Context: an optimization exercise on an open-source flow, tuned for small area. The choices shown serve that exercise and are no tape-out recipe.
The RTL of this run was laid out without a check of its function.

==> design/flow/design.v <==
module cordic_pipeline_rtl( clock, reset, ce, angle_in, sin_out, cos_out, valid_out );
input clock, reset, ce;
input signed [11:0] angle_in;
output signed [11:0] sin_out, cos_out;
output valid_out;
reg [3:0] valid_cnt;
always @(posedge clock)
  if (reset == 1'b0) valid_cnt <= 4'd15;
  else if (ce && valid_cnt != 4'd0) valid_cnt <= valid_cnt - 4'd1;
assign valid_out = (valid_cnt == 4'd0);
reg signed [11:0] l1_t;
wire [10:0] d_1;
wire sg_3 = l1_t[11];
wire [10:0] u_2 = l1_t[10:0] ^ {11{sg_3}};
wire e_4 = (u_2 >= 11'd804);
wire e_5 = e_4 ? (u_2 >= 11'd1279) : (u_2 >= 11'd329);
wire e_6 = e_4 ? (e_5 ? (u_2 >= 11'd1530) : (u_2 >= 11'd1028)) : (e_5 ? (u_2 >= 11'd580) : (u_2 >= 11'd78));
reg [9:0] k_7;
always @* case ({e_4,e_5,e_6})
  3'd0: k_7 = 10'd177;
  3'd1: k_7 = 10'd947;
  3'd2: k_7 = 10'd699;
  3'd3: k_7 = 10'd445;
  3'd4: k_7 = 10'd251;
  3'd5: k_7 = 10'd1021;
  3'd6: k_7 = 10'd773;
  3'd7: k_7 = 10'd519;
  default: k_7 = 10'd0;
endcase
wire [9:0] w_8 = u_2[9:0] + k_7;
wire [6:0] sv_9 = (|w_8[9:8]) ? 7'd127 : w_8[7:1];
assign d_1[0] = ~sg_3;
assign d_1[1] = e_4 ^ sg_3;
assign d_1[2] = e_5 ^ sg_3;
assign d_1[3] = e_6 ^ sg_3;
assign d_1[4] = sv_9[6] ^ sg_3;
assign d_1[5] = sv_9[5] ^ sg_3;
assign d_1[6] = sv_9[4] ^ sg_3;
assign d_1[7] = sv_9[3] ^ sg_3;
assign d_1[8] = sv_9[2] ^ sg_3;
assign d_1[9] = sv_9[1] ^ sg_3;
assign d_1[10] = sv_9[0] ^ sg_3;
reg [10:0] l2_d;
reg [10:0] l3_d;
reg [10:0] l4_d;
reg [10:0] l5_d;
reg [10:0] l6_d;
reg [10:0] l7_d;
reg [10:0] l8_d;
reg [10:0] l9_d;
reg [10:0] l10_d;
reg [10:0] l11_d;
reg signed [11:0] x_10, y_11;
always @* case (l11_d[4:0])
  5'd0: begin x_10 = 12'hf47; y_11 = 12'h975; end
  5'd1: begin x_10 = 12'h68b; y_11 = 12'hf47; end
  5'd2: begin x_10 = 12'h4cd; y_11 = 12'hb7f; end
  5'd3: begin x_10 = 12'h481; y_11 = 12'h4cd; end
  5'd4: begin x_10 = 12'h271; y_11 = 12'h9e3; end
  5'd5: begin x_10 = 12'h61d; y_11 = 12'h271; end
  5'd6: begin x_10 = 12'h65b; y_11 = 12'he49; end
  5'd7: begin x_10 = 12'h1b7; y_11 = 12'h65b; end
  5'd8: begin x_10 = 12'h0e9; y_11 = 12'h97b; end
  5'd9: begin x_10 = 12'h685; y_11 = 12'h0e9; end
  5'd10: begin x_10 = 12'h5c3; y_11 = 12'hcd1; end
  5'd11: begin x_10 = 12'h32f; y_11 = 12'h5c3; end
  5'd12: begin x_10 = 12'h3df; y_11 = 12'haad; end
  5'd13: begin x_10 = 12'h553; y_11 = 12'h3df; end
  5'd14: begin x_10 = 12'h695; y_11 = 12'hfe7; end
  5'd15: begin x_10 = 12'h019; y_11 = 12'h695; end
  5'd16: begin x_10 = 12'h019; y_11 = 12'h96b; end
  5'd17: begin x_10 = 12'h695; y_11 = 12'h019; end
  5'd18: begin x_10 = 12'h553; y_11 = 12'hc21; end
  5'd19: begin x_10 = 12'h3df; y_11 = 12'h553; end
  5'd20: begin x_10 = 12'h32f; y_11 = 12'ha3d; end
  5'd21: begin x_10 = 12'h5c3; y_11 = 12'h32f; end
  5'd22: begin x_10 = 12'h685; y_11 = 12'hf17; end
  5'd23: begin x_10 = 12'h0e9; y_11 = 12'h685; end
  5'd24: begin x_10 = 12'h1b7; y_11 = 12'h9a5; end
  5'd25: begin x_10 = 12'h65b; y_11 = 12'h1b7; end
  5'd26: begin x_10 = 12'h61d; y_11 = 12'hd8f; end
  5'd27: begin x_10 = 12'h271; y_11 = 12'h61d; end
  5'd28: begin x_10 = 12'h481; y_11 = 12'hb33; end
  5'd29: begin x_10 = 12'h4cd; y_11 = 12'h481; end
  5'd30: begin x_10 = 12'h68b; y_11 = 12'h0b9; end
  5'd31: begin x_10 = 12'hf47; y_11 = 12'h68b; end
  default: begin x_10 = 12'h000; y_11 = 12'h000; end
endcase
wire signed [11:0] sy_x_12 = y_11 >>> 5;
wire signed [11:0] sx_x_12 = x_10 >>> 5;
wire [12:0] tx_14 = {x_10, l11_d[5]} + {sy_x_12 ^ {12{l11_d[5]}}, l11_d[5]};
wire [12:0] ty_15 = {y_11, ~l11_d[5]} + {sx_x_12 ^ {12{~l11_d[5]}}, ~l11_d[5]};
wire signed [11:0] x_12 = tx_14[12:1];
wire signed [11:0] y_13 = ty_15[12:1];
wire signed [11:0] sy_x_16 = y_13 >>> 6;
wire signed [11:0] sx_x_16 = x_12 >>> 6;
wire [12:0] tx_18 = {x_12, l11_d[6]} + {sy_x_16 ^ {12{l11_d[6]}}, l11_d[6]};
wire [12:0] ty_19 = {y_13, ~l11_d[6]} + {sx_x_16 ^ {12{~l11_d[6]}}, ~l11_d[6]};
wire signed [11:0] x_16 = tx_18[12:1];
wire signed [11:0] y_17 = ty_19[12:1];
reg signed [11:0] l12_x;
reg signed [11:0] l12_y;
reg [10:7] l12_d;
wire [10:0] dw_20 = {l12_d, 7'd0};
wire signed [11:0] sy_x_21 = l12_y >>> 7;
wire signed [11:0] sx_x_21 = l12_x >>> 7;
wire [12:0] tx_23 = {l12_x, dw_20[7]} + {sy_x_21 ^ {12{dw_20[7]}}, dw_20[7]};
wire [12:0] ty_24 = {l12_y, ~dw_20[7]} + {sx_x_21 ^ {12{~dw_20[7]}}, ~dw_20[7]};
wire signed [11:0] x_21 = tx_23[12:1];
wire signed [11:0] y_22 = ty_24[12:1];
wire signed [11:0] sy_x_25 = y_22 >>> 8;
wire signed [11:0] sx_x_25 = x_21 >>> 8;
wire [12:0] tx_27 = {x_21, dw_20[8]} + {sy_x_25 ^ {12{dw_20[8]}}, dw_20[8]};
wire [12:0] ty_28 = {y_22, ~dw_20[8]} + {sx_x_25 ^ {12{~dw_20[8]}}, ~dw_20[8]};
wire signed [11:0] x_25 = tx_27[12:1];
wire signed [11:0] y_26 = ty_28[12:1];
reg signed [11:0] l13_x;
reg signed [11:0] l13_y;
reg [10:9] l13_d;
wire [10:0] dw_29 = {l13_d, 9'd0};
wire signed [11:0] sy_x_30 = l13_y >>> 9;
wire signed [11:0] sx_x_30 = l13_x >>> 9;
wire [12:0] tx_32 = {l13_x, dw_29[9]} + {sy_x_30 ^ {12{dw_29[9]}}, dw_29[9]};
wire [12:0] ty_33 = {l13_y, ~dw_29[9]} + {sx_x_30 ^ {12{~dw_29[9]}}, ~dw_29[9]};
wire signed [11:0] x_30 = tx_32[12:1];
wire signed [11:0] y_31 = ty_33[12:1];
wire signed [11:0] sy_x_34 = y_31 >>> 10;
wire signed [11:0] sx_x_34 = x_30 >>> 10;
wire [12:0] tx_36 = {x_30, dw_29[10]} + {sy_x_34 ^ {12{dw_29[10]}}, dw_29[10]};
wire [12:0] ty_37 = {y_31, ~dw_29[10]} + {sx_x_34 ^ {12{~dw_29[10]}}, ~dw_29[10]};
wire signed [11:0] x_34 = tx_36[12:1];
wire signed [11:0] y_35 = ty_37[12:1];
reg signed [11:0] l14_x;
reg signed [11:0] l14_y;
wire signed [23:0] ex_38 = l14_x;
wire signed [23:0] px_39 = ex_38 - (ex_38<<<2) + (ex_38<<<4) - (ex_38<<<5) + (ex_38<<<7) + (ex_38<<<9);
wire signed [11:0] rx_40 = px_39[21:10];
wire signed [23:0] ey_41 = l14_y;
wire signed [23:0] py_42 = ey_41 - (ey_41<<<2) + (ey_41<<<4) - (ey_41<<<5) + (ey_41<<<7) + (ey_41<<<9);
wire signed [11:0] ry_43 = py_42[21:10];
reg signed [11:0] l15_c;
reg signed [11:0] l15_s;
assign cos_out = l15_c;
assign sin_out = l15_s;
always @(posedge clock)
  if (ce) begin
    l1_t <= angle_in;
    l2_d <= d_1;
    l3_d <= l2_d;
    l4_d <= l3_d;
    l5_d <= l4_d;
    l6_d <= l5_d;
    l7_d <= l6_d;
    l8_d <= l7_d;
    l9_d <= l8_d;
    l10_d <= l9_d;
    l11_d <= l10_d;
    l12_x <= x_16;
    l12_y <= y_17;
    l12_d <= l11_d[10:7];
    l13_x <= x_25;
    l13_y <= y_26;
    l13_d <= dw_20[10:9];
    l14_x <= x_34;
    l14_y <= y_35;
    l15_c <= rx_40;
    l15_s <= ry_43;
  end
endmodule
==> design/flow/run.sh <==
#!/bin/bash
# synth_recipe.tcl (not shown) runs the flow's synth.tcl, then flattens the netlist and writes it again
# the make line also repeats each setting of config.mk as NAME=value (left out here)
make -C /OpenROAD-flow-scripts/flow DESIGN_CONFIG=/design/flow/config.mk WORK_HOME=/design/flow/orfs CLKGATE_MAP_FILE= SYNTH_SCRIPT=/design/flow/synth_recipe.tcl finish
==> design/flow/config.mk <==
export PLATFORM = sky130hd
export DESIGN_NAME = cordic_pipeline_rtl
export DESIGN_NICKNAME = cordic_pipeline_rtl
export VERILOG_FILES = /design/flow/design.v
export SDC_FILE = /design/flow/constraint.sdc
export NUM_CORES = 4
export LEC_CHECK = 0
export CAP_MARGIN = 20
export CORE_MARGIN = 2
export CORE_UTILIZATION = 40
export SLEW_MARGIN = 20
==> design/flow/constraint.sdc <==
create_clock -name core_clock -period 4.5 [get_ports {clock}]
set_input_delay 0.9000 -clock core_clock [delete_from_list [all_inputs] [get_ports {clock}]]
set_output_delay 0.9000 -clock core_clock [all_outputs]
set_load 0.01 [all_outputs]
==> reports/metrics.cfg <==
[routing]
wl_per_cell_um=14.4
remaining_drc_errors=0
routed-via-count=14000
ant_nets=0
via_per_inst=5.08
wirelength_um=39800
first_iter_violations=538
dr.pass1.iters=5

[outcome]
so.violations=setup timing
outcome=complete, but fails checks

[worst_setup_path]
r2r_slack_ns=-0.79
crit_type=flop to flop
cp_data_required_time_ns=4.82
critPathLaunchType=flop
endpoint_kind=flop
path_max_fanout=8
critPathArrivalTime_ns=5.61

[yosys]
synthTopCellsByArea=edfxtp_1 (35%), ha_1 (14%), fa_1 (8.5%)
syn_avg_cell_area_um2=10.9
syn_inst=1743
synth_edf_count=224
ys_ff_latch=250
synth_top_area_frac=0.354
yosysUniqueCellTypes=85
synth_area_um2=19000
post-synth-top-area-cell=edfxtp_1
yosys_warnings=1
synth-main-ff-cell=edfxtp_1
synthesis.nets=2058
ys_seq_area_frac=0.381
synth-async-reset-ratio=0

[floorplanning]
ios=40
start_util=0.407
die-height_um=222
coreArea_um2=46800
die_w_um=222
dieArea_um2=49300
num_rows=79

[sta]
max_slew_margin=0.351
min_period_over_period=1.17
clock-skew-final_ns=0.0148
rsz0062_at_grt=yes
period_minus_slack_ns=5.29
fmax_mhz=189
setup_viol=8
hold_viol=0
setup_slack_ns=-0.786
finalMaxSlewViolations=0
worst_pin_slew_ns=0.974

[cts]
cts_tree=yes
cts.sinks=250
cts_made_buffers=29
cts_max_level=1
clockBufferDepth=3
clk_pin_slew_ns=0.06
cts-root-buf=clkbuf_16
clkLatencyLatePin_ns=0.59

[finish]
nFillCells=4036
num-nets-final=2448
antenna_cells=0
drive_gt1_frac=0.283
area.growth.synth_to_final_pct=31.3
instances_no_fill=2762

[place]
dp_cells=2639
gp_congestion=0.844
dp_hpwl_um=29200
port_buffers=39

[grt]
antenna_found_initial=0
grt_pass1_vias=14100
track_usage=0.156
grt-ovfl-total=0
grt_max_degree=160
grt_pass1_wl_um=65100

[run]
cap_violations=0

[worst_hold_path]
hold_path.class=flop to flop

==> layout make-up <==
type	instances	area, µm²	share of cell area
clock inverters	17	150	0.00601
flip-flops and latches	250	7250	0.290
inverters	110	415	0.0166
well taps	607	759	0.0304
clock buffers	36	827	0.0331
repair buffers	387	3100	0.124
multi-input cells	1355	12500	0.499
==> final timing paths <==
check           start      end  cells after the start
max          l1_t[11]  l2_d[8]                     25
max reg2reg  l1_t[11]  l2_d[8]                     25
min reg2reg   l4_d[5]  l5_d[5]                      0
min           l4_d[5]  l5_d[5]                      0
==> synthesized netlist by cell type, types with 10 or more instances <==
master,n
xor2_1,76
edfxtp_1,224
mux2i_1,15
dfxtp_1,26
a21o_1,25
a211oi_1,12
nand2b_1,30
o21a_1,21
fa_1,81
inv_1,110
clkbuf_1,17
nand2_1,79
o21ai_0,62
o21bai_1,14
nor2_1,135
nand3_1,31
o31ai_1,13
a21boi_0,15
ha_1,219
nor3_1,51
and3_1,16
a31oi_1,10
or3_1,16
xnor2_1,161
nor2b_1,29
a21oi_1,106
==> kinds of logic after synthesis <==
kind of cell               Yosys count  synth area share
DFF                                250             0.381
buffers and inverters              138            0.0282
adders and majority gates          300             0.229
xor gates and xnor gates           238             0.110
and+or+nand+nor                    443             0.115
AOI/OAI and AO/OA                  352             0.123
muxes                               22            0.0126
==> cell usage in the layout, fill, tap and decap left out, types with 9 or more instances in the layout <==
cell type / Yosys / final
xnor2_2: 0 / 15
xor2_2: 0 / 9
xor2_1: 76 / 66
mux2i_1: 15 / 12
and3_1: 16 / 14
buf_4: 2 / 333
ha_1: 219 / 200
inv_1: 110 / 104
clkbuf_16: 0 / 32
o21ai_0: 62 / 39
a31oi_1: 10 / 9
nor3_1: 51 / 45
fa_1: 81 / 80
ha_4: 0 / 12
o21a_1: 21 / 21
a21o_1: 25 / 25
buf_6: 1 / 10
nand3_1: 31 / 30
xnor2_1: 161 / 140
nor2_1: 135 / 126
nor2_2: 0 / 9
nand2_1: 79 / 75
o21ai_1: 1 / 13
a21oi_1: 106 / 70
o21bai_1: 14 / 11
o21ai_2: 0 / 10
clkdlybuf4s50_1: 0 / 38
edfxtp_1: 224 / 224
nor2b_1: 29 / 26
o31ai_1: 13 / 9
dfxtp_1: 26 / 26
a21oi_2: 1 / 35
or3_1: 16 / 12
nand2b_1: 30 / 27
o211ai_1: 9 / 9
==> through the flow <==
step | setup TNS [ns] | cell area [µm²] | util | hold slack [ns] | setup WS (ns)
6_report | -5.44 | 25000 | 0.534 | 0.410 | -0.786
5_1_grt | -8.53 | 25000 | 0.534 | 0.419 | -1.08
4_1_cts | -4.67 | 23700 | 0.506 | 0.411 | -0.701
3_5_place_dp | -7.22 | 22300 | 0.476 | 0.405 | -0.805
3_3_place_gp | -5.45 | 22300 | 0.476 | 0.401 | -0.627
2_1_floorplan | -4.42 | 19100 | - | 0.400 | -0.663
==> worst max-delay path: stages, from the launching register on <==
cell	delay, ns
edfxtp_1	0.38
or4_4	0.56
a32oi_4	0.27
buf_6	0.13
nor2_2	0.04
a221oi_2	0.31
o221ai_2	0.19
buf_4	0.17
nand2b_4	0.13
o311ai_4	0.09
a31oi_4	0.14
ha_4	0.31
inv_4	0.04
xnor2_4	0.12
fa_2	0.38
a21o_1	0.17
a21oi_2	0.15
o21bai_1	0.09
a21oi_2	0.17
o21ai_2	0.12
a2111oi_1	0.47
a211o_1	0.21
nor3_4	0.06
buf_6	0.14
nor2_1	0.12
xnor2_1	0.07
==> routing by layer <==
layer | GRT usage | share of wire
met1 | 0.191 | 0.43
met2 | 0.289 | 0.52
met3 | 0.0179 | 0.024
met4 | 0.0425 | 0.022
met5 | 0 | 0
==> repair_timing <==
item,in CTS,in global routing
cloned,0,0
setup endpoints to repair,28,42
hold buffers,0,0
buffers inserted,26,47
gates resized for setup,50,196
pin swaps,27,130

==> separate check: timing with driven ports <==
How much do the figures lean on ideal ports? The routed layout below was timed once more, with nothing changed but the port constraints.
Step 1: set_driving_cell puts a clkbuf_16 on clock and a buf_2 on each other input, an assumption about the parent block.
Step 2 adds t to the input delays and takes it off the output delays; t is the mean of the earliest and latest rising clock arrival at the registers after step 1. Input paths then give back, and output paths get back, about the clock's delay inside the block.
a / b / c = ideal / step 1 / step 2; a / b = the first two.
shift t [ns]: 0.633
setup WS [ns]: -0.786 / -0.786 / -0.786
worst setup path at the end: register to register
latest minus earliest clock arrival (ns): 0.015 / 0.015
The setup slack of this run moves by 0.000 ns with the drivers and by 0.000 ns with both steps.
